This design comes from an exercise in tuning for small area and a short achievable clock period on the open sky130 flow, not from production work.
Only simulation tests tie the RTL to the original design; equivalence was not proved.

v26:
Design sig_altmult_add, start of the top module:
module sig_altmult_add
(
	input signed [15:0] dataa, datab, datac, datad,
	input 		clock, aclr,
	output reg 	[32:0] result
);
==> flow/config.mk <==
export PLATFORM = sky130hd
export DESIGN_NAME = sig_altmult_add
export DESIGN_NICKNAME = sig_altmult_add
export VERILOG_FILES = /design/flow/design.v
export SDC_FILE = /design/flow/constraint.sdc
export NUM_CORES = 4
export LEC_CHECK = 0
export CAP_MARGIN = 20
export CORE_MARGIN = 2
export CORE_UTILIZATION = 40
export CTS_BUF_LIST = sky130_fd_sc_hd__clkbuf_8
export CTS_CLUSTER_DIAMETER = 60
export CTS_CLUSTER_SIZE = 16
export SETUP_SLACK_MARGIN = 3.95
export SLEW_MARGIN = 20
export TNS_END_PERCENT = 10
==> flow/constraint.sdc <==
create_clock -name core_clock -period 7.0 [get_ports {clock}]
set_input_delay 1.4000 -clock core_clock [delete_from_list [all_inputs] [get_ports {clock}]]
set_output_delay 1.4000 -clock core_clock [all_outputs]
set_load 0.01 [all_outputs]
standard.sh (not shown) runs the stock make flow with config.mk's settings and CLKGATE_MAP_FILE= SYNTH_SCRIPT=/design/flow/synth_recipe.tcl, a recipe that flattens the netlist after the stock synthesis.
==> flow/flow/run.sh <==
#!/bin/bash
set -uo pipefail
here=$(pwd)
bash standard.sh "SYNTH_ARGS=-noabc" \
  "BUFFER_PORTS_ARGS=-buffer_cell sky130_fd_sc_hd__buf_1" \
  "POST_FLOORPLAN_TCL=$here/flow/upsize.tcl" finish > run_make.log 2>&1
status=$?
tail -20 run_make.log
exit $status
==> flow/flow/upsize.tcl <==
foreach inst [get_cells -quiet {a_r* c_r* m0_* m1_*}] {
  if {[get_property [get_lib_cells -of_objects $inst] name] == "sky130_fd_sc_hd__dfxtp_1"} {
    replace_cell $inst sky130_fd_sc_hd__dfxtp_4
  }
}
v26 went all the way through synthesis, placement and routing and the layout is clean on timing, DRC and antenna.
The inputs of v6 differ from those of v26 as listed below.
--- a/flow/flow/upsize.tcl
+++ b/flow/flow/upsize.tcl
@@ -3 +3 @@
-    replace_cell $inst sky130_fd_sc_hd__dfxtp_4
+    replace_cell $inst sky130_fd_sc_hd__dfxtp_2
--- a/flow/config.mk
+++ b/flow/config.mk
@@ -11,3 +10,0 @@
-export CTS_BUF_LIST = sky130_fd_sc_hd__clkbuf_8
-export CTS_CLUSTER_DIAMETER = 60
-export CTS_CLUSTER_SIZE = 16
@@ -16 +12,0 @@
-export TNS_END_PERCENT = 10
Notes after the runs:
Maximum frequency, v6 and v26: larger value in v6
Count of clock-buffer cells in the layout in v6 is 11 higher than in v26
Cell area reported after detailed placement shrinks slightly when moving from v26 to v6.
Per the comparison of v6 with v26, layout net count higher; setup slack of the critical path after layout higher.
Changes in v29 relative to v6:
--- a/flow/flow/upsize.tcl
+++ b/flow/flow/upsize.tcl
@@ -3 +3 @@
-    replace_cell $inst sky130_fd_sc_hd__dfxtp_2
+    replace_cell $inst sky130_fd_sc_hd__dfxtp_4
--- a/flow/config.mk
+++ b/flow/config.mk
@@ -10,0 +11,3 @@
+export CTS_BUF_LIST = sky130_fd_sc_hd__clkbuf_16
+export CTS_CLUSTER_DIAMETER = 100
+export CTS_CLUSTER_SIZE = 28
Notes after the runs:
Compared with v6, in v29 shortest clock period the worst path allows after layout comparable, cell area now smaller. Total CTS buffers was lower in v29 than in v6. v29 reached the final stage; the timing, design-rule and antenna checks on its layout passed. v29 vs. v6: clock-pin slew on the worst setup and hold paths went up by 0.04 ns. Comparing final net count for v29 and v6, the bigger number came from v6. Growth of design area from synthesis to finish on v29 is down relative to v6.
Changes in v5 relative to v29:
--- a/flow/config.mk
+++ b/flow/config.mk
@@ -11,3 +11,3 @@
-export CTS_BUF_LIST = sky130_fd_sc_hd__clkbuf_16
-export CTS_CLUSTER_DIAMETER = 100
-export CTS_CLUSTER_SIZE = 28
+export CTS_BUF_LIST = sky130_fd_sc_hd__clkbuf_8
+export CTS_CLUSTER_DIAMETER = 60
+export CTS_CLUSTER_SIZE = 16
@@ -15,0 +16 @@
+export TNS_END_PERCENT = 30
==> comparison <==
- There was hardly any difference in worst hold slack between v29 and v5.
- Fmax: v5 below v29
- Lower critical path arrival goes to v29 over v5.
- Flip-flop and latch share of the layout cell area: v5 vs v29 — no meaningful difference
- v5 against v29: cts-stage hold buffer count barely changed.
- Of the two candidates, v29 has the better cell area after layout and v5 the worse one.
- When v5 is measured against v29, its worst slack after detailed placement turns out 0.056 ns lower.
- The run with more routed wire is v5, not v29.
- Cell count: v5 vs v29 up about 0.9%
- v5 packs its core more tightly than v29.
Here is what was changed in the inputs of v51 compared with v5.
--- a/flow/config.mk
+++ b/flow/config.mk
@@ -14 +14 @@
-export SETUP_SLACK_MARGIN = 3.95
+export SETUP_SLACK_MARGIN = 4.05
@@ -16 +15,0 @@
-export TNS_END_PERCENT = 30
Notes after the runs:
[v51] core utilization of the finished layout rose 2.8 points relative to v5. Going from v5 to v51, the relative area change from synthesis to final layout was found to have gone up by 6.9 points. Summary of v51 over v5: die area flat; area taken by multi-input logic gates grew by 1.7%; area taken by flip-flops and latches barely changed; ratio of final minimum period to clock period fell by 0.37 points. Design area: v5 and v51 compared, higher one is v51. v5 leaves less setup margin than v51. [diff] final wirelength, v51 relative to v5: regression.

---

Setup of run A:
Another version of the RTL of sig_altmult_add (not shown whole).
Size in the first run: about 1,400 cells after synthesis.
Settings: LEC_CHECK=0, CAP_MARGIN=20, CORE_MARGIN=2, CORE_UTILIZATION=40, SETUP_SLACK_MARGIN=3.5, SLEW_MARGIN=20; clock period 7.0 ns.
==> flow/flow/upsize.tcl <==
foreach inst [get_cells -quiet {a_r* c_r* m0_* m1_*}] {
  if {[get_property [get_lib_cells -of_objects $inst] name] == "sky130_fd_sc_hd__dfxtp_1"} {
    replace_cell $inst sky130_fd_sc_hd__dfxtp_4
  }
}
Scripts as last shown in full above: flow/flow/run.sh
Changes in run B relative to run A:
- SETUP_SLACK_MARGIN: 3.5 -> 4.0
- ABC_AREA: unset -> 1
==> flow/run.sh (new file) <==
#!/bin/bash
# synth_recipe.tcl (not shown) runs the flow's synth.tcl, then flattens the netlist and writes it again
# the make line also repeats each setting of config.mk as NAME=value (left out here)
make -C /OpenROAD-flow-scripts/flow DESIGN_CONFIG=/design/flow/config.mk WORK_HOME=/design/flow/orfs CLKGATE_MAP_FILE= SYNTH_SCRIPT=/design/flow/synth_recipe.tcl finish
removed: flow/flow/run.sh
removed: flow/flow/upsize.tcl
removed: flow/standard.sh
Results
- Worst-path cell with the longest stage delay: sky130_fd_sc_hd__fa_2 -> run B, sky130_fd_sc_hd__fa_1 -> run A
- Diff run A -> run B: number of max-cap violations saw little to no change, non-clock buffering overhead in the final layout grew by 13 points.
- Delta (run B minus run A): number of placement rows now sits higher; non-clock buffer count in the final layout picked up an extra 285.
Setup changes, run B to run C
- a change of CORE_UTILIZATION from 40 to 60
- a change of SETUP_SLACK_MARGIN from 4.0 to 3.5
- an added CTS_BUF_LIST of sky130_fd_sc_hd__clkbuf_4 sky130_fd_sc_hd__clkbuf_8
## What came out
Relative to run B, the number of placed instances, taps included measured on run C has decreased by a few percent. Run B -> run C: number of non-clock inverters in the layout decreased slightly. Lower utilization goes to run B over run C. In the flow results for run C and run B, the post-route clock period utilization is larger on run C. Instance count on the critical path: run C < run B.
The following lists how run D was set up differently from run C:
- a change of CORE_UTILIZATION from 60 to 40
- a deleted ABC_AREA that had been 1
- a change of CTS_BUF_LIST from sky130_fd_sc_hd__clkbuf_4 sky130_fd_sc_hd__clkbuf_8 to sky130_fd_sc_hd__clkbuf_8
==> flow/flow/run.sh (new file) <==
#!/bin/bash
# The standard layout (standard.sh), with two changes: Yosys's generic
# pre-mapping abc pass is skipped (SYNTH_ARGS=-noabc) so the full adders it
# extracts keep their natural polarity, and the ports are buffered with
# buf_1 cells. The make output goes to run_make.log, each tool's log to
# orfs/logs/.
set -uo pipefail
bash standard.sh "SYNTH_ARGS=-noabc" "BUFFER_PORTS_ARGS=-buffer_cell sky130_fd_sc_hd__buf_1" finish > run_make.log 2>&1
status=$?
tail -20 run_make.log
exit $status
==> flow/standard.sh (new file) <==
#!/bin/bash
# synth_recipe.tcl (not shown) runs the flow's synth.tcl, then flattens the netlist and writes it again
# the make line also repeats each setting of config.mk as NAME=value (left out here)
make -C /OpenROAD-flow-scripts/flow DESIGN_CONFIG=/design/flow/config.mk WORK_HOME=/design/flow/orfs CLKGATE_MAP_FILE= SYNTH_SCRIPT=/design/flow/synth_recipe.tcl "${@:-finish}"
removed: flow/run.sh
### Flow results
For the cell area reported after detailed placement, run D came in about 6.5% lower than run C did.
Compared with run C, run D shows a lower detail-routed via count per cell.
Relative to run C, final weighted congestion in routability-driven placement has decreased by about 6% in run D.
Measured against run D, the HPWL after detailed placement of run C comes out at 1.11 times the reference value.
Detailed route, run D vs run C: via total lower for run D
Run D vs run C, instance count: run D lower
Run C has lower multi-input combinational area share than run D.
Run C → run D: routed wire length went down about 5%, sequential share of layout area went up 1.9 points.

---

run 1:
sig_altmult_add with an RTL version that a note above also has.
==> flow/design.v (excerpt) <==
module sig_altmult_add
(
	input signed [15:0] dataa, datab, datac, datad,
	input 		clock, aclr,
	output reg 	[32:0] result
);
  reg [15:0] a_r, c_r;
  reg [7:0] m0_one_r, m0_two_r, m0_neg_r, m1_one_r, m1_two_r, m1_neg_r;
  reg [91:0] t_r;
  reg [32:0] s_r;
  reg v1, v2, v3;
  wire [7:0] one0, two0, neg0;
  wire [7:0] one1, two1, neg1;
  wire m0_pp0_0;
  wire m0_pp0_1;
  wire m0_pp0_2;
  wire m0_pp0_3;
  wire m0_pp0_4;
  wire m0_pp0_5;
  wire m0_pp0_6;
  wire m0_pp0_7;
  wire m0_pp0_8;
  wire m0_pp0_9;
  wire m0_pp0_10;
  wire m0_pp0_11;
  wire m0_pp0_12;
  wire m0_pp0_13;
  wire m0_pp0_14;
  wire m0_pp0_15;
  wire m0_pp0_16;
  wire m0_pp1_0;
  wire m0_pp1_1;
  wire m0_pp1_2;
  wire m0_pp1_3;
  wire m0_pp1_4;
  wire m0_pp1_5;
  wire m0_pp1_6;
  wire m0_pp1_7;
  wire m0_pp1_8;
  wire m0_pp1_9;
  wire m0_pp1_10;
  wire m0_pp1_11;
  wire m0_pp1_12;
  wire m0_pp1_13;
  wire m0_pp1_14;
  wire m0_pp1_15;
  wire m0_pp1_16;
  wire m0_pp2_0;
  wire m0_pp2_1;
  wire m0_pp2_2;
  wire m0_pp2_3;
  wire m0_pp2_4;
  wire m0_pp2_5;
  wire m0_pp2_6;
  wire m0_pp2_7;
  wire m0_pp2_8;
  wire m0_pp2_9;
  wire m0_pp2_10;
  wire m0_pp2_11;
  wire m0_pp2_12;
  wire m0_pp2_13;
  wire m0_pp2_14;
  wire m0_pp2_15;
  wire m0_pp2_16;
  wire m0_pp3_0;
  wire m0_pp3_1;
  wire m0_pp3_2;
  wire m0_pp3_3;
  wire m0_pp3_4;
  wire m0_pp3_5;
  wire m0_pp3_6;
  wire m0_pp3_7;
  wire m0_pp3_8;
  wire m0_pp3_9;
  wire m0_pp3_10;
  wire m0_pp3_11;
  wire m0_pp3_12;
  wire m0_pp3_13;
  wire m0_pp3_14;
  ...
Settings: LEC_CHECK=0, CAP_MARGIN=20, CORE_MARGIN=2, CORE_UTILIZATION=40, SETUP_SLACK_MARGIN=3.95, SLEW_MARGIN=20; clock period 7.0 ns.
==> flow/flow/run.sh <==
#!/bin/bash
set -uo pipefail
here=$(pwd)
bash standard.sh "SYNTH_ARGS=-noabc" \
  "BUFFER_PORTS_ARGS=-buffer_cell sky130_fd_sc_hd__buf_1" \
  "POST_FLOORPLAN_TCL=$here/flow/upsize.tcl" finish > run_make.log 2>&1
status=$?
tail -20 run_make.log
exit $status
==> flow/flow/upsize.tcl <==
foreach inst [get_cells -quiet {a_r* c_r* m0_* m1_*}] {
  if {[get_property [get_lib_cells -of_objects $inst] name] == "sky130_fd_sc_hd__dfxtp_1"} {
    replace_cell $inst sky130_fd_sc_hd__dfxtp_4
  }
}
Changes in run 2 relative to run 1:
- setting CTS_CLUSTER_DIAMETER to 60 for the first time
- setting CTS_CLUSTER_SIZE to 16 for the first time
- setting CTS_BUF_LIST to sky130_fd_sc_hd__clkbuf_8 for the first time
==> flow/flow/run.sh <==
#!/bin/bash
# The standard layout (standard.sh), with two changes: Yosys's generic
# pre-mapping abc pass is skipped (SYNTH_ARGS=-noabc) so the full adders it
# extracts keep their natural polarity, and the ports are buffered with
# buf_1 cells. The make output goes to run_make.log, each tool's log to
# orfs/logs/.
set -uo pipefail
bash standard.sh "SYNTH_ARGS=-noabc" "BUFFER_PORTS_ARGS=-buffer_cell sky130_fd_sc_hd__buf_1" finish > run_make.log 2>&1
status=$?
tail -20 run_make.log
exit $status
removed: flow/flow/upsize.tcl
==> results.txt <==
Summary: routed wire length, run 2 worse than run 1. Run 2 ends up with a global-route usage that is 0.49 points higher than in run 1. Summary of run 2 over run 1: number of placed cells counting well taps now sits higher, via count of the first global-routing pass now sits higher.
Setup changes, run 2 to run 3
- swapping 40 for 55 in CORE_UTILIZATION
- clearing CTS_CLUSTER_DIAMETER, which used to be 60
- clearing CTS_CLUSTER_SIZE, which used to be 16
- clearing CTS_BUF_LIST, which used to be sky130_fd_sc_hd__clkbuf_8
==> flow/flow/run.sh <==
#!/bin/bash
set -uo pipefail
here=$(pwd)
bash standard.sh "SYNTH_ARGS=-noabc" \
  "BUFFER_PORTS_ARGS=-buffer_cell sky130_fd_sc_hd__buf_1" \
  "POST_FLOORPLAN_TCL=$here/flow/upsize.tcl" finish > run_make.log 2>&1
status=$?
tail -20 run_make.log
exit $status
==> flow/flow/upsize.tcl (new file) <==
foreach inst [get_cells -quiet {a_r* c_r* m0_* m1_*}] {
  if {[get_property [get_lib_cells -of_objects $inst] name] == "sky130_fd_sc_hd__dfxtp_1"} {
    replace_cell $inst sky130_fd_sc_hd__dfxtp_4
  }
}
Run 2 -> run 3: cell area after placement flat. Taking run 2 as the reference, in run 3 relative area of clock buffers and inverters in the final design shows an increase of 2.1 points; layout overhead on the synthesized area has increased. Diff run 2 -> run 3 | final routed wire length divided by cell count | increase of 1.1%. Across both runs, pre-CTS setup slack was higher for run 3 than for run 2. Run 3: PASS, flow complete, no timing, DRC or antenna violations. Fmax of run 3 is on par with run 2. Run 3 ended up with fewer standard cells than run 2. Any difference in area of the multi-input gates between run 3 and run 2 is small enough to ignore. A layer with the highest usage of met2 is what run 2 shows, while met1 belongs to run 3. Between run 3 and run 2, it is run 3 whose met2 demand-to-capacity share in global routing is higher, by 8.4 points.
Here is what was changed in the inputs of run 4 compared with run 3.
- CORE_UTILIZATION now 40, was 55
- SETUP_SLACK_MARGIN now 3.8, was 3.95
--- outcome ---
- The flow did not stop early for run 4: all stages ran, and the layout cleared the timing, design-rule and antenna checks.
- Looking only at count of clock buffers in the final design, and setting everything else aside, the lower value of run 4 and run 3 goes to run 4.
- Compared with run 3, in run 4 number of global-route vias before repair rose 321, area taken by flip-flops and latches comparable, worst setup slack now sits lower.
- Number of clock buffers inserted by TritonCTS | run 4 below run 3
### run 4 -> run 5
- a change of SETUP_SLACK_MARGIN from 3.8 to 4.1
Notes after the runs:
- No stage failed in run 5, and the final checks on the layout all came back clean.
- Clock skew: run 5 vs run 4 — no meaningful difference
- NOTE: global routing usage on met2 in run 5 exceeds that of run 4
- Total routed wirelength (lower): run 4
- When run 5 is measured against run 4, its fraction of area in multi-input gates turns out 2.1 points lower.

## static timing again, ports no longer ideal
No port has a modelled driver above. Below, the same layouts with a new extraction and two added sets of constraints. Step 1: set_driving_cell puts a clkbuf_16 on clock and a buf_2 on each other input, an assumption about the parent block. Step 2 moves the port delays by t, midway between the first and last clock arrival at a register: inputs arrive t later, outputs are due t later. That takes back most of the time a late clock gives input paths. Slacks: ideal ports / drivers / drivers and shift; pairs: ideal ports / drivers.
run	t, ns	setup WS [ns]	hold slack, ns	latest minus earliest clock arrival (ns)	cell pins on the clock port's net
v26	0.606	3.851 / 3.851 / 3.851	0.358 / 0.358 / 0.358	0.025 / 0.024	1
v6	0.571	3.942 / 3.942 / 3.942	0.347 / 0.347 / 0.347	0.013 / 0.013	1
v29	0.541	3.943 / 3.943 / 3.943	0.359 / 0.359 / 0.359	0.026 / 0.026	1
v5	0.598	3.894 / 3.894 / 3.894	0.357 / 0.357 / 0.357	0.024 / 0.024	1
v51	0.610	3.919 / 3.919 / 3.919	0.364 / 0.364 / 0.364	0.029 / 0.028	1
run A	0.577	3.685 / 3.685 / 3.685	0.346 / 0.346 / 0.346	0.010 / 0.010	1
run B	0.591	3.949 / 3.949 / 3.949	0.347 / 0.347 / 0.347	0.018 / 0.018	1
run C	0.599	3.565 / 3.565 / 3.565	0.360 / 0.360 / 0.360	0.044 / 0.044	1
run D	0.605	3.592 / 3.592 / 3.592	0.346 / 0.346 / 0.346	0.024 / 0.023	1
run 1	0.584	3.955 / 3.955 / 3.955	0.348 / 0.348 / 0.348	0.014 / 0.014	1
run 2	0.621	3.881 / 3.881 / 3.881	0.361 / 0.361 / 0.361	0.031 / 0.031	1
run 3	0.587	3.889 / 3.889 / 3.889	0.355 / 0.355 / 0.355	0.015 / 0.015	1
run 4	0.577	3.836 / 3.836 / 3.836	0.360 / 0.360 / 0.360	0.014 / 0.013	1
run 5	0.577	3.943 / 3.943 / 3.943	0.355 / 0.355 / 0.355	0.011 / 0.011	1
After both steps setup and hold are still met in every run listed.
